Background: an optimization exercise with open tools, aiming at small area, a short achievable clock period and few clock cycles per item. Do not read the settings as production practice.
Function was checked by simulation only, so behaviour that the tests miss may differ from the original.

--- flow/config.mk ---
export PLATFORM = sky130hd
export DESIGN_NAME = fm_3d_ru_span_setup
export DESIGN_NICKNAME = fm_3d_ru_span_setup
export VERILOG_FILES = /design/flow/design.v
export SDC_FILE = /design/flow/constraint.sdc
export NUM_CORES = 4
export LEC_CHECK = 0
export CAP_MARGIN = 20
export CORE_MARGIN = 2
export CORE_UTILIZATION = 40
export PLACE_DENSITY = 0.6
export SLEW_MARGIN = 20
--- flow/constraint.sdc ---
create_clock -name core_clock -period 10.0 [get_ports {clk_core}]
set_input_delay 2.0000 -clock core_clock [delete_from_list [all_inputs] [get_ports {clk_core}]]
set_output_delay 2.0000 -clock core_clock [all_outputs]
set_load 0.01 [all_outputs]
--- flow/design.v ---
module fm_3d_norm (
  i_s,
  i_e,
  i_f,
  o_b
);
    input         i_s;           
    input  [4:0]  i_e;           
    input  [16:0] i_f;           
    output [21:0] o_b;           
    wire        w_carry;        
    wire [3:0]  w_penc;         
    wire        w_c_zero;       
    wire        w_ce_zero;      
    wire [15:0] w_lshifted;     
    wire [4:0]  w_lshift_val;   
    wire [15:0] w_c_fraction;
    wire [15:0] w_c_frac;
    wire [4:0]  w_c_exp;        
    wire        w_c_sign;       
    wire [5:0]  w_incdec_out;   
    assign w_carry  = i_f[16];
    assign w_c_zero = (i_f == 17'h0);
    assign w_penc = f_prenc(i_f[15:0]);
    assign w_incdec_out = f_incdec(i_e, w_penc, w_carry);
    assign  w_lshift_val = w_penc;
    assign w_lshifted = i_f[15:0] << w_lshift_val;
    assign w_c_frac = (w_carry) ? i_f[16:1] : w_lshifted;
    assign w_c_exp = (w_c_zero|w_incdec_out[5]) ? 5'h0 : w_incdec_out[4:0];
    assign w_ce_zero = (w_c_exp == 5'h0);
    assign w_c_sign = i_s & !w_ce_zero;
    assign w_c_fraction = (w_ce_zero) ? 16'h0 : w_c_frac;
    assign o_b = {w_c_sign, w_c_exp, w_c_fraction};
function [3:0] f_prenc;
  input [15:0] mat;
  begin
    if (mat[15] == 1'b1) begin
      f_prenc = 4'h0;
    end else if (mat[14] == 1'b1) begin
      f_prenc = 4'h1;
    end else if (mat[13] == 1'b1) begin
      f_prenc = 4'h2;
    end else if (mat[12] == 1'b1) begin
      f_prenc = 4'h3;
    end else if (mat[11] == 1'b1) begin
      f_prenc = 4'h4;
    end else if (mat[10] == 1'b1) begin
      f_prenc = 4'h5;
    end else if (mat[9] == 1'b1) begin
      f_prenc = 4'h6;
    end else if (mat[8] == 1'b1) begin
      f_prenc = 4'h7;
    end else if (mat[7] == 1'b1) begin
      f_prenc = 4'h8;
    end else if (mat[6] == 1'b1) begin
      f_prenc = 4'h9;
    end else if (mat[5] == 1'b1) begin
      f_prenc = 4'ha;
    end else if (mat[4] == 1'b1) begin
      f_prenc = 4'hb;
    end else if (mat[3] == 1'b1) begin
      f_prenc = 4'hc;
    end else if (mat[2] == 1'b1) begin
      f_prenc = 4'hd;
    end else if (mat[1] == 1'b1) begin
      f_prenc = 4'he;
    end else begin
      f_prenc = 4'hf;
    end
  end
endfunction
function [5:0] f_incdec;
  input [4:0] a;
  input [3:0] b;
  input       inc;
  reg   [5:0] r_inc;
  reg   [5:0] r_dec;
  reg         r_1f_flag;
  begin
    r_1f_flag = (a == 5'h1f);
    r_inc = a + !r_1f_flag;
    r_dec = a - b;
    f_incdec = (inc) ? r_inc : r_dec;
  end
endfunction
endmodule
module fm_3d_fadd (
  clk_core,
  i_en,
  i_a,
  i_b,
  i_adsb,
  o_c
);
    input         clk_core;
    input         i_en;
    input  [21:0] i_a;           
    input  [21:0] i_b;           
    input         i_adsb;        
    output [21:0] o_c;           
    reg    [21:0] r_c;          
    reg           r_sign_1z;
    reg    [4:0]  r_exp_1z;
    reg           r_sign_2z;
    reg    [4:0]  r_exp_2z;
    reg    [16:0] r_mats;
    wire         w_a_sign;
    wire [15:0]  w_a_fraction;
    wire [4:0]   w_a_exp;
    wire         w_b_sign;
    wire [15:0]  w_b_fraction;
    wire [4:0]   w_b_exp;
    wire        w_mag_frac;    
    wire        w_mag_exp;     
    wire [4:0]  w_amb;         
    wire [4:0]  w_bma;         
    wire [4:0]  w_ex0;         
    wire [4:0]  w_exp_l;      
    wire        w_mag;         
    wire [15:0] w_f0;          
    wire [15:0] w_f1_sa;       
    wire [15:0] w_f1_sb;       
    wire [15:0] w_f1t;         
    wire        w_sign;        
    wire        w_sub;         
    wire [16:0] w_mats;        
    wire [21:0] w_c;
    assign w_a_sign = i_a[21];
    assign w_a_exp  = i_a[20:16];
    assign w_a_fraction = i_a[15:0];
    assign w_b_sign = i_b[21];
    assign w_b_exp  = i_b[20:16];
    assign w_b_fraction = i_b[15:0];
    assign o_c = r_c;
    assign w_mag_frac = (w_a_fraction <= w_b_fraction );
    assign w_mag_exp = (w_a_exp <= w_b_exp );
    assign w_exp_l = (w_mag_exp) ?  w_b_exp : w_a_exp;
    assign w_amb = w_a_exp - w_b_exp;
    assign w_bma = w_b_exp - w_a_exp;
    assign w_ex0 = (w_mag_exp) ? w_bma : w_amb;
    assign w_mag = (w_ex0 == 4'b0) ? w_mag_frac : w_mag_exp;
    assign w_f0 = (!w_mag) ? w_a_fraction : w_b_fraction;
    assign w_sign = ( w_mag == 1'b0) ? w_a_sign : (i_adsb ^ w_b_sign);
    assign w_sub = ((w_a_sign ^ w_b_sign) & !i_adsb) |
                   (!(w_a_sign ^ w_b_sign) & i_adsb) ;
    assign w_f1_sa = w_a_fraction >> w_ex0;
    assign w_f1_sb = w_b_fraction >> w_ex0;
    assign w_f1t = (w_mag) ? w_f1_sa : w_f1_sb;
    reg         r_sub;
    reg  [15:0] r_f0;
    reg  [15:0] r_f1t;
    always @(posedge clk_core) begin
        if (i_en) begin
            r_sign_1z <= w_sign;
            r_exp_1z <= w_exp_l;
            r_sub <= w_sub;
            r_f0 <= w_f0;
            r_f1t <= w_f1t;
        end
    end
    assign w_mats =  (!r_sub) ? (r_f0 + r_f1t) : (r_f0 - r_f1t);
    always @(posedge clk_core) begin
        if (i_en) begin
            r_sign_2z <= r_sign_1z;
            r_exp_2z <= r_exp_1z;
            r_mats <= w_mats;
        end
    end
    fm_3d_norm norm (
        .i_s(r_sign_2z),
        .i_e(r_exp_2z),
        .i_f(r_mats),
        .o_b(w_c)
    );
    always @(posedge clk_core) begin
        if (i_en) r_c <= w_c;
    end
endmodule
module fm_3d_fmul (
  clk_core,
  i_en,
  i_a,
  i_b,
  o_c
);
    input         clk_core;
    input         i_en;
    input  [21:0] i_a;
    input  [21:0] i_b;
    output [21:0] o_c;
    reg    [21:0] r_c;
    reg           r_sign_1z;
    reg           r_sign_2z;
    reg    [17:0] r_cf_tmp;
    reg    [4:0]  r_ce_tmp_1z;
    reg    [4:0]  r_ce_tmp_2z;
    reg    [16:0] r_cf_tmp2;
    wire        w_a_sign;
    wire [15:0] w_a_fraction;
    wire [4:0]  w_a_exp;
    wire        w_b_sign;
    wire [15:0] w_b_fraction;
    wire [4:0]  w_b_exp;
    wire [5:0]  w_adder_out;    
    wire        w_sign;
    wire [31:0] w_cf_tmp;       
    wire [16:0] w_cf_tmp2;      
    wire [4:0]  w_ce_tmp;       
    wire [21:0] w_c;
    assign w_a_sign = i_a[21];
    assign w_a_exp  = i_a[20:16];
    assign w_a_fraction = i_a[15:0];
    assign w_b_sign = i_b[21];
    assign w_b_exp  = i_b[20:16];
    assign w_b_fraction = i_b[15:0];
    wire [5:0] w_exp_add;
    assign w_exp_add = w_a_exp + w_b_exp;
    assign w_adder_out = w_exp_add -  4'hf;
    assign w_ce_tmp = (w_exp_add < 5'hf) ? 5'h00 :
                      (w_adder_out[5])   ? 5'h1f :
                                           w_adder_out[4:0];
    assign w_sign = w_a_sign ^ w_b_sign;
    assign w_cf_tmp = w_a_fraction * w_b_fraction;
    always @(posedge clk_core) begin
        if (i_en) begin
            r_sign_1z <= w_sign;
            r_cf_tmp <= w_cf_tmp[31:14];
            r_ce_tmp_1z <= w_ce_tmp;
        end
    end
    wire [16:0] w_rounded;
    assign w_rounded = r_cf_tmp[17:1] + 1'b1;
    assign w_cf_tmp2 = r_cf_tmp[0] ?  w_rounded :                
                                      r_cf_tmp[17:1];
    always @(posedge clk_core) begin
        if (i_en) begin
            r_sign_2z <= r_sign_1z;
            r_ce_tmp_2z <= r_ce_tmp_1z;
            r_cf_tmp2 <= w_cf_tmp2;
        end
    end
    fm_3d_norm norm (
        .i_s(r_sign_2z),
        .i_e(r_ce_tmp_2z),
        .i_f(r_cf_tmp2),
        .o_b(w_c)
    );
    always @(posedge clk_core) begin
        if (i_en) r_c <= w_c;
    end
    assign o_c = r_c;
endmodule
module fm_3d_frcp_rom (
  clk_core,
  i_a,
  o_c
);
    input         clk_core;
    input  [6:0]  i_a;
    output [31:0] o_c;
(*rom_style="distributed" *) reg    [31:0] r_c;
    assign o_c = r_c;
    always @(posedge clk_core) begin
(* parallel_case *) case (i_a)
            7'd0:   r_c <= 32'h800001fc;
            7'd1:   r_c <= 32'h7f0101f4;
            7'd2:   r_c <= 32'h7e0701ec;
            7'd3:   r_c <= 32'h7d1101e5;
            7'd4:   r_c <= 32'h7c1f01dd;
            7'd5:   r_c <= 32'h7b3001d6;
            7'd6:   r_c <= 32'h7a4401cf;
            7'd7:   r_c <= 32'h795c01c8;
            7'd8:   r_c <= 32'h787801c2;
            7'd9:   r_c <= 32'h779701bb;
            7'd10:  r_c <= 32'h76b901b5;
            7'd11:  r_c <= 32'h75de01af;
            7'd12:  r_c <= 32'h750701a8;
            7'd13:  r_c <= 32'h743201a2;
            7'd14:  r_c <= 32'h7361019d;
            7'd15:  r_c <= 32'h72920197;
            7'd16:  r_c <= 32'h71c70191;
            7'd17:  r_c <= 32'h70fe018c;
            7'd18:  r_c <= 32'h70380186;
            7'd19:  r_c <= 32'h6f740181;
            7'd20:  r_c <= 32'h6eb3017c;
            7'd21:  r_c <= 32'h6df50177;
            7'd22:  r_c <= 32'h6d3a0172;
            7'd23:  r_c <= 32'h6c80016d;
            7'd24:  r_c <= 32'h6bca0168;
            7'd25:  r_c <= 32'h6b150164;
            7'd26:  r_c <= 32'h6a63015f;
            7'd27:  r_c <= 32'h69b4015a;
            7'd28:  r_c <= 32'h69060156;
            7'd29:  r_c <= 32'h685b0152;
            7'd30:  r_c <= 32'h67b2014d;
            7'd31:  r_c <= 32'h670b0149;
            7'd32:  r_c <= 32'h66660145;
            7'd33:  r_c <= 32'h65c30141;
            7'd34:  r_c <= 32'h6522013d;
            7'd35:  r_c <= 32'h64830139;
            7'd36:  r_c <= 32'h63e70136;
            7'd37:  r_c <= 32'h634c0132;
            7'd38:  r_c <= 32'h62b2012e;
            7'd39:  r_c <= 32'h621b012a;
            7'd40:  r_c <= 32'h61860127;
            7'd41:  r_c <= 32'h60f20123;
            7'd42:  r_c <= 32'h60600120;
            7'd43:  r_c <= 32'h5fd0011d;
            7'd44:  r_c <= 32'h5f410119;
            7'd45:  r_c <= 32'h5eb40116;
            7'd46:  r_c <= 32'h5e290113;
            7'd47:  r_c <= 32'h5d9f0110;
            7'd48:  r_c <= 32'h5d17010d;
            7'd49:  r_c <= 32'h5c90010a;
            7'd50:  r_c <= 32'h5c0b0107;
            7'd51:  r_c <= 32'h5b870104;
            7'd52:  r_c <= 32'h5b050101;
            7'd53:  r_c <= 32'h5a8400fe;
            7'd54:  r_c <= 32'h5a0500fb;
            7'd55:  r_c <= 32'h598700f9;
            7'd56:  r_c <= 32'h590b00f6;
            7'd57:  r_c <= 32'h588f00f3;
            7'd58:  r_c <= 32'h581600f1;
            7'd59:  r_c <= 32'h579d00ee;
            7'd60:  r_c <= 32'h572600ec;
            7'd61:  r_c <= 32'h56b000e9;
            7'd62:  r_c <= 32'h563b00e7;
            7'd63:  r_c <= 32'h55c700e4;
            7'd64:  r_c <= 32'h555500e2;
            7'd65:  r_c <= 32'h54e400e0;
            7'd66:  r_c <= 32'h547400dd;
            7'd67:  r_c <= 32'h540500db;
            7'd68:  r_c <= 32'h539700d9;
            7'd69:  r_c <= 32'h532a00d7;
            7'd70:  r_c <= 32'h52bf00d4;
            7'd71:  r_c <= 32'h525400d2;
            7'd72:  r_c <= 32'h51eb00d0;
            7'd73:  r_c <= 32'h518300ce;
            7'd74:  r_c <= 32'h511b00cc;
            7'd75:  r_c <= 32'h50b500ca;
            7'd76:  r_c <= 32'h505000c8;
            7'd77:  r_c <= 32'h4fec00c6;
            7'd78:  r_c <= 32'h4f8800c4;
            7'd79:  r_c <= 32'h4f2600c2;
            7'd80:  r_c <= 32'h4ec400c0;
            7'd81:  r_c <= 32'h4e6400bf;
            7'd82:  r_c <= 32'h4e0400bd;
            7'd83:  r_c <= 32'h4da600bb;
            7'd84:  r_c <= 32'h4d4800b9;
            7'd85:  r_c <= 32'h4ceb00b8;
            7'd86:  r_c <= 32'h4c8f00b6;
            7'd87:  r_c <= 32'h4c3400b4;
            7'd88:  r_c <= 32'h4bda00b2;
            7'd89:  r_c <= 32'h4b8000b1;
            7'd90:  r_c <= 32'h4b2700af;
            7'd91:  r_c <= 32'h4ad000ae;
            7'd92:  r_c <= 32'h4a7900ac;
            7'd93:  r_c <= 32'h4a2200aa;
            7'd94:  r_c <= 32'h49cd00a9;
            7'd95:  r_c <= 32'h497800a7;
            7'd96:  r_c <= 32'h492400a6;
            7'd97:  r_c <= 32'h48d100a4;
            7'd98:  r_c <= 32'h487e00a3;
            7'd99:  r_c <= 32'h482d00a2;
            7'd100: r_c <= 32'h47dc00a0;
            7'd101: r_c <= 32'h478b009f;
            7'd102: r_c <= 32'h473c009d;
            7'd103: r_c <= 32'h46ed009c;
            7'd104: r_c <= 32'h469e009b;
            7'd105: r_c <= 32'h46510099;
            7'd106: r_c <= 32'h46040098;
            7'd107: r_c <= 32'h45b80097;
            7'd108: r_c <= 32'h456c0095;
            7'd109: r_c <= 32'h45210094;
            7'd110: r_c <= 32'h44d70093;
            7'd111: r_c <= 32'h448d0092;
            7'd112: r_c <= 32'h44440091;
            7'd113: r_c <= 32'h43fb008f;
            7'd114: r_c <= 32'h43b3008e;
            7'd115: r_c <= 32'h436c008d;
            7'd116: r_c <= 32'h4325008c;
            7'd117: r_c <= 32'h42df008b;
            7'd118: r_c <= 32'h429a008a;
            7'd119: r_c <= 32'h42540088;
            7'd120: r_c <= 32'h42100087;
            7'd121: r_c <= 32'h41cc0086;
            7'd122: r_c <= 32'h41890085;
            7'd123: r_c <= 32'h41460084;
            7'd124: r_c <= 32'h41040083;
            7'd125: r_c <= 32'h40c20082;
            7'd126: r_c <= 32'h40810081;
            7'd127: r_c <= 32'h40400080;
            default: r_c <= 32'h0;
        endcase
    end
endmodule
module fm_3d_frcp (
  clk_core,
  i_en,
  i_a,
  o_c
);
    input         clk_core;
    input         i_en;
    input  [21:0] i_a;           
    output [21:0] o_c;           
    reg    [21:0] r_c;            
    reg           r_a_sign;
    reg    [4:0]  r_ce_tmp;
    reg    [7:0]  r_a_frac_l;
    reg           r_zero_flag;
    wire          w_a_sign;
    wire   [4:0]  w_a_exp;
    wire   [15:0] w_a_fraction;
    wire   [4:0]  w_2bias;
    wire   [4:0]  w_ce_tmp;
    wire   [15:0] w_cf_tmp;
    wire   [31:0] w_rom_out;
    wire   [15:0] w_rom_base;
    wire   [15:0] w_rom_diff;
    wire   [6:0]  w_rom_address;
    wire   [7:0]  w_a_frac_l;
    wire   [23:0] w_rom_correct;
    wire   [21:0] w_c;
    wire          w_zero_flag;
    assign w_a_sign = i_a[21];
    assign w_a_exp = i_a[20:16];
    assign w_a_fraction = i_a[15:0];
    assign w_2bias = 5'h1e;   
    assign w_ce_tmp = w_2bias - w_a_exp;
    assign w_rom_address = w_a_fraction[14:8];
    assign w_a_frac_l = w_a_fraction[7:0];
    assign w_rom_base = w_rom_out[31:16];    
    assign w_rom_diff = w_rom_out[15:0];     
    assign w_rom_correct = w_rom_diff * r_a_frac_l;
    assign w_cf_tmp = w_rom_base - {1'b0,w_rom_correct[23:9]};
    assign w_zero_flag = (w_a_exp == 5'h0);
    assign o_c = r_c;
    always @(posedge clk_core) begin
        if (i_en) begin
            r_a_sign <= w_a_sign;
            r_ce_tmp <= w_ce_tmp;
            r_a_frac_l <= w_a_frac_l;
            r_zero_flag <= w_zero_flag;
        end
    end
    always @(posedge clk_core) begin
        if (i_en) begin
            r_c <= (r_zero_flag) ? 22'h0 : w_c;
        end
    end
    fm_3d_frcp_rom frcp_rom (
        .clk_core(clk_core),
        .i_a(w_rom_address),
        .o_c(w_rom_out)
    );
    fm_3d_norm norm (
        .i_s(r_a_sign),
        .i_e(r_ce_tmp),
        .i_f({1'b0,w_cf_tmp[15:0]}),
        .o_b(w_c)
    );
endmodule
module fm_3d_delay (
    clk_core,
    i_en,
    i_data,
    o_data
);
    parameter P_WIDTH     = 8;
    parameter P_NUM_DELAY = 8;
    input                clk_core;
    input                i_en;
    input  [P_WIDTH-1:0] i_data;
    output [P_WIDTH-1:0] o_data;
    reg   [P_WIDTH-1:0] r_delay[0:P_NUM_DELAY-1];
    assign o_data = r_delay[P_NUM_DELAY-1];
    always @(posedge clk_core) begin
        if (i_en) r_delay[0] <= i_data;
    end
    integer i;
    always @(posedge clk_core) begin
        if ( P_NUM_DELAY > 1 ) begin
            for ( i = 1; i < P_NUM_DELAY; i = i + 1) begin
                if (i_en) r_delay[i] <= r_delay[i-1];
            end
        end
    end
endmodule
module fm_3d_ru_span_delta (
    clk_core,
    rst_x,
    i_start,
    o_finish,
    i_x_l,
    i_x_r,
    o_delta_t,
    o_delta_a
);
    parameter P_SETUP0   = 3'h0;
    parameter P_SETUP1   = 3'h1;
    parameter P_SETUP2   = 3'h2;
    parameter P_SETUP3   = 3'h3;
    parameter P_SETUP4   = 3'h4;
    parameter P_SETUP5   = 3'h5;
    parameter P_SETUP6   = 3'h6;
    input         clk_core;
    input         rst_x;
    input         i_start;
    output        o_finish;
    input  [20:0] i_x_l;
    input  [20:0] i_x_r;
    output [21:0] o_delta_t;
    output [21:0] o_delta_a;
    reg    [2:0]  r_state;
    reg    [21:0] r_delta_t;
    reg           r_is_delta_x_zero;
    wire  [21:0]  w_adder_out;
    wire  [21:0]  w_recip_out;
    wire          w_set_delta_t;
    wire          w_set_dx_zero;
    wire  [21:0]  w_05;
    wire  [21:0]  w_00;
    wire          w_is_zero;
    assign w_05 = 22'he8000;
    assign w_00 = 22'h00000;
    assign w_set_dx_zero = (r_state == P_SETUP3);
    assign w_is_zero = (w_adder_out == w_00);   
    assign w_set_delta_t = (r_state == P_SETUP5);
    assign o_delta_t = r_delta_t;
    assign o_delta_a = (r_is_delta_x_zero) ? w_00 : w_05;
    assign o_finish = (r_state == P_SETUP6);
    always @(posedge clk_core or negedge rst_x) begin
        if (~rst_x) begin
            r_state <= P_SETUP0;
        end else begin
            case (r_state)
                P_SETUP0: if (i_start) r_state <= P_SETUP1;
                P_SETUP1: r_state <= P_SETUP2;
                P_SETUP2: r_state <= P_SETUP3;
                P_SETUP3: r_state <= P_SETUP4;
                P_SETUP4: r_state <= P_SETUP5;
                P_SETUP5: r_state <= P_SETUP6;
                P_SETUP6: r_state <= P_SETUP0;   
            endcase
        end
    end
    always @(posedge clk_core) begin
        if (w_set_delta_t) r_delta_t <= w_recip_out;
    end
    always @(posedge clk_core or negedge rst_x) begin
        if (~rst_x) begin
            r_is_delta_x_zero <= 1'b0;
        end else begin
            if (w_set_dx_zero) r_is_delta_x_zero <= w_is_zero;
        end
    end
    fm_3d_fadd fadd (
        .clk_core(clk_core),
        .i_en(1'b1),
        .i_a({1'b0,i_x_r}),
        .i_b({1'b0,i_x_l}),
        .i_adsb(1'b1),
        .o_c(w_adder_out)
    );
    fm_3d_frcp frcp (
        .clk_core(clk_core),
        .i_en(1'b1),
        .i_a(w_adder_out),
        .o_c(w_recip_out)
    );
endmodule
module fm_3d_ru_span_step_core (
    clk_core,
    rst_x,
    i_en,
    i_valid,
    i_kind,
    i_end_flag,
    i_start_p,
    i_end_p,
    i_delta_t,
    o_valid,
    o_kind,
    o_end_flag,
    o_start_p,
    o_step_p
);
    input         clk_core;
    input         rst_x;
    input         i_en;
    input         i_valid;
    input  [3:0]  i_kind;
    input         i_end_flag;
    input  [21:0] i_start_p;
    input  [21:0] i_end_p;
    input  [21:0] i_delta_t;
    output        o_valid;
    output [3:0]  o_kind;
    output        o_end_flag;
    output [21:0] o_start_p;
    output [21:0] o_step_p;
    wire  [21:0]  w_end_p;
    wire  [21:0]  w_start_p;
    wire  [21:0]  w_delta_p;
    fm_3d_fadd fadd (
        .clk_core(clk_core),
        .i_en(i_en),
        .i_a(i_end_p),
        .i_b(i_start_p),
        .i_adsb(1'b1),
        .o_c(w_delta_p)
    );
    fm_3d_fmul mul_delta_tp (
        .clk_core(clk_core),
        .i_en(i_en),
        .i_a(w_delta_p),
        .i_b(i_delta_t),
        .o_c(o_step_p)
    );
    fm_3d_delay #(22,6) delay_p (
        .clk_core(clk_core),
        .i_en(i_en),
        .i_data(i_start_p),
        .o_data(o_start_p)
    );
    reg   [5:0]   r_valid_d;
    reg   [5:0]   r_end_flag_d;
    assign o_valid = r_valid_d[5];
    assign o_end_flag = r_end_flag_d[5];
    always @(posedge clk_core or negedge rst_x) begin
        if (~rst_x) begin
            r_valid_d <= 6'h0;
            r_end_flag_d <= 6'h0;
        end else if (i_en) begin
            r_valid_d <= {r_valid_d[4:0], i_valid};
            r_end_flag_d <= {r_end_flag_d[4:0], i_end_flag};
        end
    end
    fm_3d_delay #(4,6) delay_kind (
        .clk_core(clk_core),
        .i_en(i_en),
        .i_data(i_kind),
        .o_data(o_kind)
    );
endmodule
module fm_3d_ru_span_step (
    clk_core,
    rst_x,
    i_start,
    o_finish,
    i_delta_t,
    i_x_l,
    i_z_l,
    i_iw_l,
    i_param00_l,
    i_param01_l,
    i_param02_l,
    i_param03_l,
    i_param10_l,
    i_param11_l,
    i_param12_l,
    i_param13_l,
    i_z_r,
    i_iw_r,
    i_param00_r,
    i_param01_r,
    i_param02_r,
    i_param03_r,
    i_param10_r,
    i_param11_r,
    i_param12_r,
    i_param13_r,
    i_param0_en,
    i_param1_en,
    i_param0_size,
    i_param1_size,
    o_valid,
    o_param_kind,
    o_initial_val,
    o_step_val,
    o_end_flag,
    i_busy
);
    parameter P_SETUP_IW    = 4'h0;
    parameter P_SETUP_X     = 4'h1;
    parameter P_SETUP_Z     = 4'h2;
    parameter P_SETUP_P00   = 4'h3;
    parameter P_SETUP_P01   = 4'h4;
    parameter P_SETUP_P02   = 4'h5;
    parameter P_SETUP_P03   = 4'h6;
    parameter P_SETUP_P10   = 4'h7;
    parameter P_SETUP_P11   = 4'h8;
    parameter P_SETUP_P12   = 4'h9;
    parameter P_SETUP_P13   = 4'ha;
    parameter P_SETUP_WAIT  = 4'hb;
    input         clk_core;
    input         rst_x;
    input         i_start;
    output        o_finish;
    input  [21:0] i_delta_t;
    input  [20:0] i_x_l;
    input  [20:0] i_z_l;
    input  [20:0] i_iw_l;
    input  [20:0] i_param00_l;
    input  [20:0] i_param01_l;
    input  [20:0] i_param02_l;
    input  [20:0] i_param03_l;
    input  [20:0] i_param10_l;
    input  [20:0] i_param11_l;
    input  [20:0] i_param12_l;
    input  [20:0] i_param13_l;
    input  [20:0] i_z_r;
    input  [20:0] i_iw_r;
    input  [20:0] i_param00_r;
    input  [20:0] i_param01_r;
    input  [20:0] i_param02_r;
    input  [20:0] i_param03_r;
    input  [20:0] i_param10_r;
    input  [20:0] i_param11_r;
    input  [20:0] i_param12_r;
    input  [20:0] i_param13_r;
    input         i_param0_en;
    input         i_param1_en;
    input  [1:0]  i_param0_size;
    input  [1:0]  i_param1_size;
    output        o_valid;
    output [3:0]  o_param_kind;
    output [21:0] o_initial_val;
    output [21:0] o_step_val;
    output        o_end_flag;
    input         i_busy;
    reg    [3:0]  r_state;
    wire  [20:0]  w_end_p;
    wire  [20:0]  w_start_p;
    wire          w_valid;
    wire          w_end_flag;
    wire          w_end_flag_z;
    wire          w_end_flag_p00;
    wire          w_end_flag_p01;
    wire          w_end_flag_p02;
    wire          w_end_flag_p03;
    wire          w_end_flag_p10;
    wire          w_end_flag_p11;
    wire          w_end_flag_p12;
    wire          w_end_flag_p13;
    wire  [3:0]   w_param_kind;
    wire          w_finish;
    wire          w_busy;
    assign w_busy = o_valid & i_busy;
    assign o_finish = w_finish & !i_busy;
    assign o_end_flag = w_finish;
    assign w_valid=  (r_state != P_SETUP_WAIT) & 
                     ((r_state != P_SETUP_IW) | ((r_state == P_SETUP_IW)&i_start));
    assign w_end_flag_z   = (r_state == P_SETUP_Z) & !i_param0_en & !i_param1_en;
    assign w_end_flag_p00 = (r_state == P_SETUP_P00) &
                            (i_param0_en & (i_param0_size == 2'd0)) &
                            !i_param1_en;
    assign w_end_flag_p01 = (r_state == P_SETUP_P01) &
                            (i_param0_size == 2'd1) & !i_param1_en;
    assign w_end_flag_p02 = (r_state == P_SETUP_P02) &
                            (i_param0_size == 2'd2) & !i_param1_en;
    assign w_end_flag_p03 = (r_state == P_SETUP_P03) & !i_param1_en;
    assign w_end_flag_p10 = (r_state == P_SETUP_P10) & (i_param1_size == 2'd0);
    assign w_end_flag_p11 = (r_state == P_SETUP_P11) & (i_param1_size == 2'd1);
    assign w_end_flag_p12 = (r_state == P_SETUP_P12) & (i_param1_size == 2'd2);
    assign w_end_flag_p13 = (r_state == P_SETUP_P13);
    assign w_end_flag = w_end_flag_z |
                        w_end_flag_p00 | w_end_flag_p01 | w_end_flag_p02 | w_end_flag_p03|
                        w_end_flag_p10 | w_end_flag_p11 | w_end_flag_p12 | w_end_flag_p13;
    assign w_start_p =  (r_state == P_SETUP_IW)  ? i_iw_l :
                        (r_state == P_SETUP_X)   ? i_x_l :
                        (r_state == P_SETUP_Z)   ? i_z_l :
                        (r_state == P_SETUP_P00) ? i_param00_l :
                        (r_state == P_SETUP_P01) ? i_param01_l :
                        (r_state == P_SETUP_P02) ? i_param02_l :
                        (r_state == P_SETUP_P03) ? i_param03_l :
                        (r_state == P_SETUP_P10) ? i_param10_l :
                        (r_state == P_SETUP_P11) ? i_param11_l :
                        (r_state == P_SETUP_P12) ? i_param12_l :
                                                   i_param13_l;
    assign w_end_p   =  (r_state == P_SETUP_IW)  ? i_iw_r :
                        (r_state == P_SETUP_Z)   ? i_z_r :
                        (r_state == P_SETUP_P00) ? i_param00_r :
                        (r_state == P_SETUP_P01) ? i_param01_r :
                        (r_state == P_SETUP_P02) ? i_param02_r :
                        (r_state == P_SETUP_P03) ? i_param03_r :
                        (r_state == P_SETUP_P10) ? i_param10_r :
                        (r_state == P_SETUP_P11) ? i_param11_r :
                        (r_state == P_SETUP_P12) ? i_param12_r :
                                                   i_param13_r;
    assign w_param_kind = (r_state == P_SETUP_IW)  ? 4'h3 :
                          (r_state == P_SETUP_X)   ? 4'h0  :
                          (r_state == P_SETUP_Z)   ? 4'h2 :
                          (r_state == P_SETUP_P00) ? 4'h4 :
                          (r_state == P_SETUP_P01) ? 4'h5 :
                          (r_state == P_SETUP_P02) ? 4'h6 :
                          (r_state == P_SETUP_P03) ? 4'h7 :
                          (r_state == P_SETUP_P10) ? 4'h8 :
                          (r_state == P_SETUP_P11) ? 4'h9 :
                          (r_state == P_SETUP_P12) ? 4'ha :
                                                     4'hb;
    always @(posedge clk_core or negedge rst_x) begin
        if (~rst_x) begin
            r_state <= P_SETUP_IW;
        end else begin
            if (!w_busy) begin
                case (r_state)
                    P_SETUP_IW: begin
                        if (i_start) r_state <= P_SETUP_X;
                    end
                    P_SETUP_X: begin
                        r_state <= P_SETUP_Z;
                    end
                    P_SETUP_Z: begin
                        if (i_param0_en) r_state <= P_SETUP_P00;
                        else if (i_param1_en) r_state <= P_SETUP_P10;
                        else r_state <= P_SETUP_WAIT;
                    end
                    P_SETUP_P00: begin
                        if (i_param0_size == 2'd0) begin
                            if (i_param1_en) r_state <= P_SETUP_P10;
                            else  r_state <= P_SETUP_WAIT;
                        end else begin
                            r_state <= P_SETUP_P01;
                        end
                    end
                    P_SETUP_P01: begin
                        if (i_param0_size == 2'd1) begin
                            if (i_param1_en) r_state <= P_SETUP_P10;
                            else  r_state <= P_SETUP_WAIT;
                        end else begin
                            r_state <= P_SETUP_P02;
                        end
                    end
                    P_SETUP_P02: begin
                        if (i_param0_size == 2'd2) begin
                            if (i_param1_en) r_state <= P_SETUP_P10;
                            else  r_state <= P_SETUP_WAIT;
                        end else begin
                            r_state <= P_SETUP_P03;
                        end
                    end
                    P_SETUP_P03: begin
                       if (i_param1_en) r_state <= P_SETUP_P10;
                       else  r_state <= P_SETUP_WAIT;
                    end
                    P_SETUP_P10: begin
                        if (i_param1_size == 2'd0) begin
                            r_state <= P_SETUP_WAIT;
                        end else begin
                            r_state <= P_SETUP_P11;
                        end
                    end
                    P_SETUP_P11: begin
                        if (i_param1_size == 2'd1) begin
                            r_state <= P_SETUP_WAIT;
                        end else begin
                            r_state <= P_SETUP_P12;
                        end
                    end
                    P_SETUP_P12: begin
                        if (i_param1_size == 2'd2) begin
                            r_state <= P_SETUP_WAIT;
                        end else begin
                            r_state <= P_SETUP_P13;
                        end
                    end
                    P_SETUP_P13: begin
                        r_state <= P_SETUP_WAIT;
                    end
                    P_SETUP_WAIT: begin
                        if (o_finish) r_state <= P_SETUP_IW;
                    end
                endcase
            end
        end
    end
    fm_3d_ru_span_step_core span_step_core (
        .clk_core(clk_core),
        .rst_x(rst_x),
        .i_en(!w_busy),
        .i_valid(w_valid),
        .i_kind(w_param_kind),
        .i_end_flag(w_end_flag),
        .i_start_p({1'b0,w_start_p}),
        .i_end_p({1'b0,w_end_p}),
        .i_delta_t(i_delta_t),
        .o_valid(o_valid),
        .o_kind(o_param_kind),
        .o_end_flag(w_finish),
        .o_start_p(o_initial_val),
        .o_step_p(o_step_val)
    );
endmodule
module fm_3d_ru_span_setup (
    clk_core,
    rst_x,
    i_valid,
    i_aa_mode,
    i_x_l,
    i_y_l,
    i_z_l,
    i_iw_l,
    i_param00_l,
    i_param01_l,
    i_param02_l,
    i_param03_l,
    i_param10_l,
    i_param11_l,
    i_param12_l,
    i_param13_l,
    i_x_r,
    i_y_r,
    i_z_r,
    i_iw_r,
    i_param00_r,
    i_param01_r,
    i_param02_r,
    i_param03_r,
    i_param10_r,
    i_param11_r,
    i_param12_r,
    i_param13_r,
    o_ack,
    i_param0_en,
    i_param1_en,
    i_param0_size,
    i_param1_size,
    o_idle,
    o_valid,
    o_aa_mode,
    o_kind,
    o_initial_val,
    o_step_val,
    o_delta_a,
    o_y,
    o_end_flag,
    o_end_x,
    i_busy
);
    parameter P_IDLE      = 2'h0;
    parameter P_GEN_DELTA = 2'h1;
    parameter P_GEN_STEP  = 2'h2;
    input         clk_core;
    input         rst_x;
    input         i_valid;
    input         i_aa_mode;
    input  [20:0] i_x_l;
    input  [8:0]  i_y_l;
    input  [20:0] i_z_l;
    input  [20:0] i_iw_l;
    input  [20:0] i_param00_l;
    input  [20:0] i_param01_l;
    input  [20:0] i_param02_l;
    input  [20:0] i_param03_l;
    input  [20:0] i_param10_l;
    input  [20:0] i_param11_l;
    input  [20:0] i_param12_l;
    input  [20:0] i_param13_l;
    input  [20:0] i_x_r;
    input  [8:0]  i_y_r;
    input  [20:0] i_z_r;
    input  [20:0] i_iw_r;
    input  [20:0] i_param00_r;
    input  [20:0] i_param01_r;
    input  [20:0] i_param02_r;
    input  [20:0] i_param03_r;
    input  [20:0] i_param10_r;
    input  [20:0] i_param11_r;
    input  [20:0] i_param12_r;
    input  [20:0] i_param13_r;
    output        o_ack;
    input         i_param0_en;
    input         i_param1_en;
    input  [1:0]  i_param0_size;
    input  [1:0]  i_param1_size;
    output        o_idle;
    output        o_valid;
    output        o_aa_mode;
    output [3:0]  o_kind;
    output [21:0] o_initial_val;
    output [21:0] o_step_val;
    output [21:0] o_delta_a;
    output [8:0]  o_y;
    output        o_end_flag;
    output [20:0] o_end_x;
    input         i_busy;
    reg    [1:0]   r_state;
    reg            r_aa_mode;
    wire          w_start_delta;
    wire          w_start_step;
    wire          w_finish_delta;
    wire          w_finish_step;
    wire   [21:0] w_delta_t;
    assign w_start_delta = (r_state == P_IDLE) & i_valid;
    assign w_start_step = (r_state == P_GEN_DELTA) & w_finish_delta;
    assign o_y = i_y_l;
    assign o_end_x = i_x_r;
    assign o_ack = w_finish_step & (r_state == P_GEN_STEP);
    assign o_idle = (r_state == P_IDLE);
    assign o_aa_mode = r_aa_mode;
    always @(posedge clk_core or negedge rst_x) begin
        if (~rst_x) begin
            r_state <= P_IDLE;
        end else begin
            case (r_state)
                P_IDLE: begin
                    if (i_valid) r_state <= P_GEN_DELTA;
                end
                P_GEN_DELTA: begin   
                    if (w_finish_delta) r_state <= P_GEN_STEP;
                end
                P_GEN_STEP: begin
                    if (w_finish_step) r_state <= P_IDLE;
                end
            endcase
        end
    end
    always @(posedge clk_core or negedge rst_x) begin
        if (~rst_x) begin
            r_aa_mode <= 1'b0;
        end else begin
            if (w_start_delta) r_aa_mode <= i_aa_mode;
        end
    end
    fm_3d_ru_span_delta span_delta (
        .clk_core(clk_core),
        .rst_x(rst_x),
        .i_start(w_start_delta),
        .o_finish(w_finish_delta),
        .i_x_l(i_x_l),
        .i_x_r(i_x_r),
        .o_delta_t(w_delta_t),
        .o_delta_a(o_delta_a)
    );
    fm_3d_ru_span_step span_step (
        .clk_core(clk_core),
        .rst_x(rst_x),
        .i_start(w_start_step),
        .o_finish(w_finish_step),
        .i_delta_t(w_delta_t),
        .i_x_l(i_x_l),
        .i_z_l(i_z_l),
        .i_iw_l(i_iw_l),
        .i_param00_l(i_param00_l),
        .i_param01_l(i_param01_l),
        .i_param02_l(i_param02_l),
        .i_param03_l(i_param03_l),
        .i_param10_l(i_param10_l),
        .i_param11_l(i_param11_l),
        .i_param12_l(i_param12_l),
        .i_param13_l(i_param13_l),
        .i_z_r(i_z_r),
        .i_iw_r(i_iw_r),
        .i_param00_r(i_param00_r),
        .i_param01_r(i_param01_r),
        .i_param02_r(i_param02_r),
        .i_param03_r(i_param03_r),
        .i_param10_r(i_param10_r),
        .i_param11_r(i_param11_r),
        .i_param12_r(i_param12_r),
        .i_param13_r(i_param13_r),
        .i_param0_en(i_param0_en),
        .i_param1_en(i_param1_en),
        .i_param0_size(i_param0_size),
        .i_param1_size(i_param1_size),
        .o_valid(o_valid),
        .o_param_kind(o_kind),
        .o_initial_val(o_initial_val),
        .o_step_val(o_step_val),
        .o_end_flag(o_end_flag),
        .i_busy(i_busy)
    );
endmodule
--- flow/run.sh ---
#!/bin/bash
# synth_recipe.tcl (not shown) runs the flow's synth.tcl, then flattens the netlist and writes it again
# the make line also repeats each setting of config.mk as NAME=value (left out here)
make -C /OpenROAD-flow-scripts/flow DESIGN_CONFIG=/design/flow/config.mk WORK_HOME=/design/flow/orfs CLKGATE_MAP_FILE= SYNTH_SCRIPT=/design/flow/synth_recipe.tcl finish
==> run notes <==
- Status: no timing/DRC/antenna violations
- Synthesis Warnings: 13
- Top_reg_cell synth: sky130_fd_sc_hd__edfxtp_1
- Proportion of synthesized chip area in sequential cells: 31.1%
- Post-detailed-placement cell area: ~0.049 sq mm
- Achievable Freq: 109 MHz
- Capturing element type of the critical path: register
- Dpl cells: 6392
- Number of pins exceeding their max-slew limit in the final report: 0
- Drt first-iter violations: ~3.7k
- Crit Path Max Fanout: 9
- Synth Area in Simple Gates: roughly 16%
- Core Area: about 0.11 sq mm
- Worst Setup Slack, final: 865 ps
- Depth of the CTS H-tree: 2
- Clock buffer depth: 3
- Unrepaired setup endpoints after global routing: no
- Buffers on Ports: 549
- Leading cell type in the layout, fill and taps excluded: sky130_fd_sc_hd__clkdlybuf4s50_1
- Largest family of logic cells by synthesized area: adder cells
- Routability congestion estimate: 1.02
- Layout Cells excl Fill: 6510
- Async set-or-reset flop fraction in the synthesized netlist: about 4.7%
- Crit path arrival time: between 9000 and 10000 ps
- Clock edge transition at the registers on the reported setup and hold paths: 60 ps
- Buffers plus inverters on the worst setup path: 4
- Post-CTS Setup Bufs: 0
- Number of distinct library cells after synthesis: 101
- TritonCTS clock tree: built
- Die Outline Area: 0.109 sq mm
- Crit-path leading delay family: compound AO/OA/AOI/OAI gates
- Final ANT Viol Nets: 0
- Global-route usage over all layers: between 20% and 30%
- Detailed-route via count: about 37k
- Remaining routing DRC violations: 0
- Number of maximum-capacitance violations: 0
- Area of all sequential standard cells: between 0.01 and 0.015 sq mm
- Post-layout min period: 9140 ps
- Adder-Cell Fraction of Synth Area: 19.9%
- Root buffer cell: sky130_fd_sc_hd__clkbuf_16
- Largest area contributor in the synthesized netlist: sky130_fd_sc_hd__edfxtp_1
- Worst Tran Pin Value: 1030 ps
- Number of synthesized flops with an enable pin: 324
- Fin nets: a little over 6k
- Maximum number of pins on one net before global-route repair: 88
- Area fraction in compound gates after synthesis: 17.0%
- Library cell contributing the largest single delay on the critical path: sky130_fd_sc_hd__o31ai_1
- Post-DR wirelength/cell: 24.1 um
- Sum of overflow across all layers after global routing: 0
- Final routed wirelength across all metal layers: 157000 um
- Via count of the first global-routing pass: roughly 36k
- Tightest Hold Check Type: register to register
- Cell count after synthesis: between 4k and 5k
- Biggest cell delay along the critical path: 550 ps
- Horizontal extent of the die: between 300 and 400 um
- Detailed-route vias per instance: 5.63
- Layout filler cell count: 10.0k
- Startpoint class of the critical path: register
- Most frequent cells in the layout: sky130_fd_sc_hd__clkdlybuf4s50_1 (549), sky130_fd_sc_hd__inv_1 (456), sky130_fd_sc_hd__nand2_1 (400)
- Hold buffer count at CTS: 0
- HPWL Detailed: 126000 um
- Wire length of the first global-routing pass: between 200000 and 250000 um
- Final std cell area, no fill: about 0.051 sq mm
- Critical Path RT: 10510 ps
- Number of placement rows: between 100 and 150
- Clock skew: a little over 70 ps
- Worst slack at placement: 778 ps
- Syn avg cell area: 9.10 sq um
- Synth top area share: 22.9%
- Height of the chip: 330 um
- Count of final hold-check violations: 0
- Area of the mapped netlist: 0.0425 sq mm
- Layout overhead on the synthesized area: 20.1%
- Source-to-sink clock delay at the later pin of the worst-skew pair: 650 ps
- Crit Path Class: register to register
- Antenna violations before repair: 26
- Accumulated negative setup slack: 0 ps
- Leading cell types by total area after synthesis: sky130_fd_sc_hd__edfxtp_1 (23%), sky130_fd_sc_hd__fa_1 (12%), sky130_fd_sc_hd__ha_1 (8.3%)
- Layout cell share with drive strength beyond 1: 5.94%
- Tcrit/Tclk final: approximately nine tenths
- Number of clock sinks seen by CTS: 492
- Resized cells post-CTS: 0
- Footprint of the multi-input gates: 0.0263 sq mm
- Initial core utilization: 40.4%
- Initial DRT Pass Iterations: 6
- Xor and xnor area share after synthesis: 2.25%
- Worst relative slew slack: 31.3%
- Flip-flop and latch count after synthesis: 492
- Endpoints failing setup: 0
- Total I/O pin count: ~600
- Cts bufs inserted: 56
- Proportion of synthesized area in mux cells: 6.89%
[routing by layer]
metal	global-route usage, %	part of all wire (%)	vias to the layer above
met5	0	0.061	-
met2	46.8	47	1480
li1	-	-	17128
met1	35.2	39	17726
met4	16.8	7.0	16
met3	4.57	7.0	328
[registers in the layout, indices dropped and copies added (netlist names), 17 cells and up]
name	flops
span_step.span_step_core.delay_p.r_delay	126
span_delta.frcp.frcp_rom.r_c	25
span_step.span_step_core.delay_kind.r_delay	24
span_delta.fadd.r_c	22
span_delta.frcp.r_c	22
span_delta.r_delta_t	22
span_step.span_step_core.fadd.r_c	22
span_step.span_step_core.mul_delta_tp.r_c	22
span_step.span_step_core.mul_delta_tp.r_cf_tmp	18
span_delta.fadd.r_mats	17
span_step.span_step_core.fadd.r_mats	17
span_step.span_step_core.mul_delta_tp.r_cf_tmp2	17
[path summary, 6_finish.rpt]
kind                                               startpoint                         to  slack [ps]  depth (start not counted)
worst max-delay path            span_delta.frcp.r_a_frac_l[2]    span_delta.frcp.r_c[10]         860                         37
worst min-delay path                span_delta.fadd.r_sign_1z  span_delta.fadd.r_sign_2z         320                          0
worst max register to register  span_delta.frcp.r_a_frac_l[2]    span_delta.frcp.r_c[10]         860                         37
worst min register to register      span_delta.fadd.r_sign_1z  span_delta.fadd.r_sign_2z         320                          0
max in group asynchronous                               rst_x       span_step.r_state[1]        7900                          2
min in group asynchronous                               rst_x                 r_state[1]        1770                          2
[cell usage after synthesis (19+ instances only)]
cell	n
sky130_fd_sc_hd__dfxtp_1	145
sky130_fd_sc_hd__dfrtp_1	23
sky130_fd_sc_hd__o21ai_0	276
sky130_fd_sc_hd__nor2b_1	50
sky130_fd_sc_hd__mux4_2	19
sky130_fd_sc_hd__nand4_1	21
sky130_fd_sc_hd__nand2b_1	51
sky130_fd_sc_hd__buf_4	53
sky130_fd_sc_hd__a31oi_1	31
sky130_fd_sc_hd__o21a_1	21
sky130_fd_sc_hd__o211ai_1	33
sky130_fd_sc_hd__inv_1	458
sky130_fd_sc_hd__a22oi_1	36
sky130_fd_sc_hd__nand2_1	401
sky130_fd_sc_hd__buf_1	36
sky130_fd_sc_hd__o22ai_1	61
sky130_fd_sc_hd__edfxtp_1	324
sky130_fd_sc_hd__buf_2	20
sky130_fd_sc_hd__ha_1	283
sky130_fd_sc_hd__nand3_1	50
sky130_fd_sc_hd__nor2_1	379
sky130_fd_sc_hd__a21oi_1	342
sky130_fd_sc_hd__and2_1	239
sky130_fd_sc_hd__nor3_1	90
sky130_fd_sc_hd__fa_1	246
sky130_fd_sc_hd__a211oi_1	46
sky130_fd_sc_hd__mux2_2	66
sky130_fd_sc_hd__xor2_1	30
sky130_fd_sc_hd__a221oi_1	33
sky130_fd_sc_hd__a21o_1	44
sky130_fd_sc_hd__nor4_1	25
sky130_fd_sc_hd__mux2i_1	164
sky130_fd_sc_hd__clkbuf_1	182
sky130_fd_sc_hd__xnor2_1	76
[layout make-up]
cell class	instances	area share, %
antenna	17	0.0834
clock buffer	67	3.07
clock inverter	33	0.856
inverter	462	3.40
multi-input combinational	3437	51.6
sequential	492	25.9
tap	1391	3.41
timing repair buffer	611	11.7
[cell families after synthesis]
logic type / count (synthesis)
flip-flops: 492
AND/OR/NAND/NOR: 1383
XOR/XNOR: 107
adder cells (fa/ha/maj): 529
AO/OA/AOI/OAI: 1142
other: 1
buffers and inverters: 759
multiplexers: 257
[through the flow]
| step | hold WS [ps] | util, % |
|---|---|---|
| final | 324 | 48.5 |
| after global routing | 330 | 48.5 |
| after CTS | 326 | 48.4 |
| after detailed placement | 312 | 46.5 |
| after global placement | 310 | 46.5 |
| after floorplan | 310 | - |
Testbench counts, summed over its fixed seeds: cycles 95,350, spans 4,800.

-- what the ideal ports hide --
The results above use ideal ports. As a check the final layout listed here was re-extracted and re-timed, cells and wires unchanged. Step 1 (the two cells are an assumption about what drives the block):
set clk [get_ports {clk_core}]
set_driving_cell -lib_cell sky130_fd_sc_hd__clkbuf_16 $clk
set_driving_cell -lib_cell sky130_fd_sc_hd__buf_2 [delete_from_list [all_inputs] $clk]
Step 2 moves the port delays by t, midway between the first and last clock arrival at a register: inputs arrive t later, outputs are due t later. That takes back most of the time a late clock gives input paths. Three values: no drivers, after step 1, after step 2; two values: the first two.
t (ns): 0.666
setup WS [ns]: 0.865 / 0.865 / 0.865
clock arrival spread, ns: 0.074 / 0.075
worst slew at a driven data input, ns: 0.27
After both steps setup and hold are still met in this run. For this run, drivers alone change the setup slack by 0.000 ns; drivers and shift together by 0.000 ns.
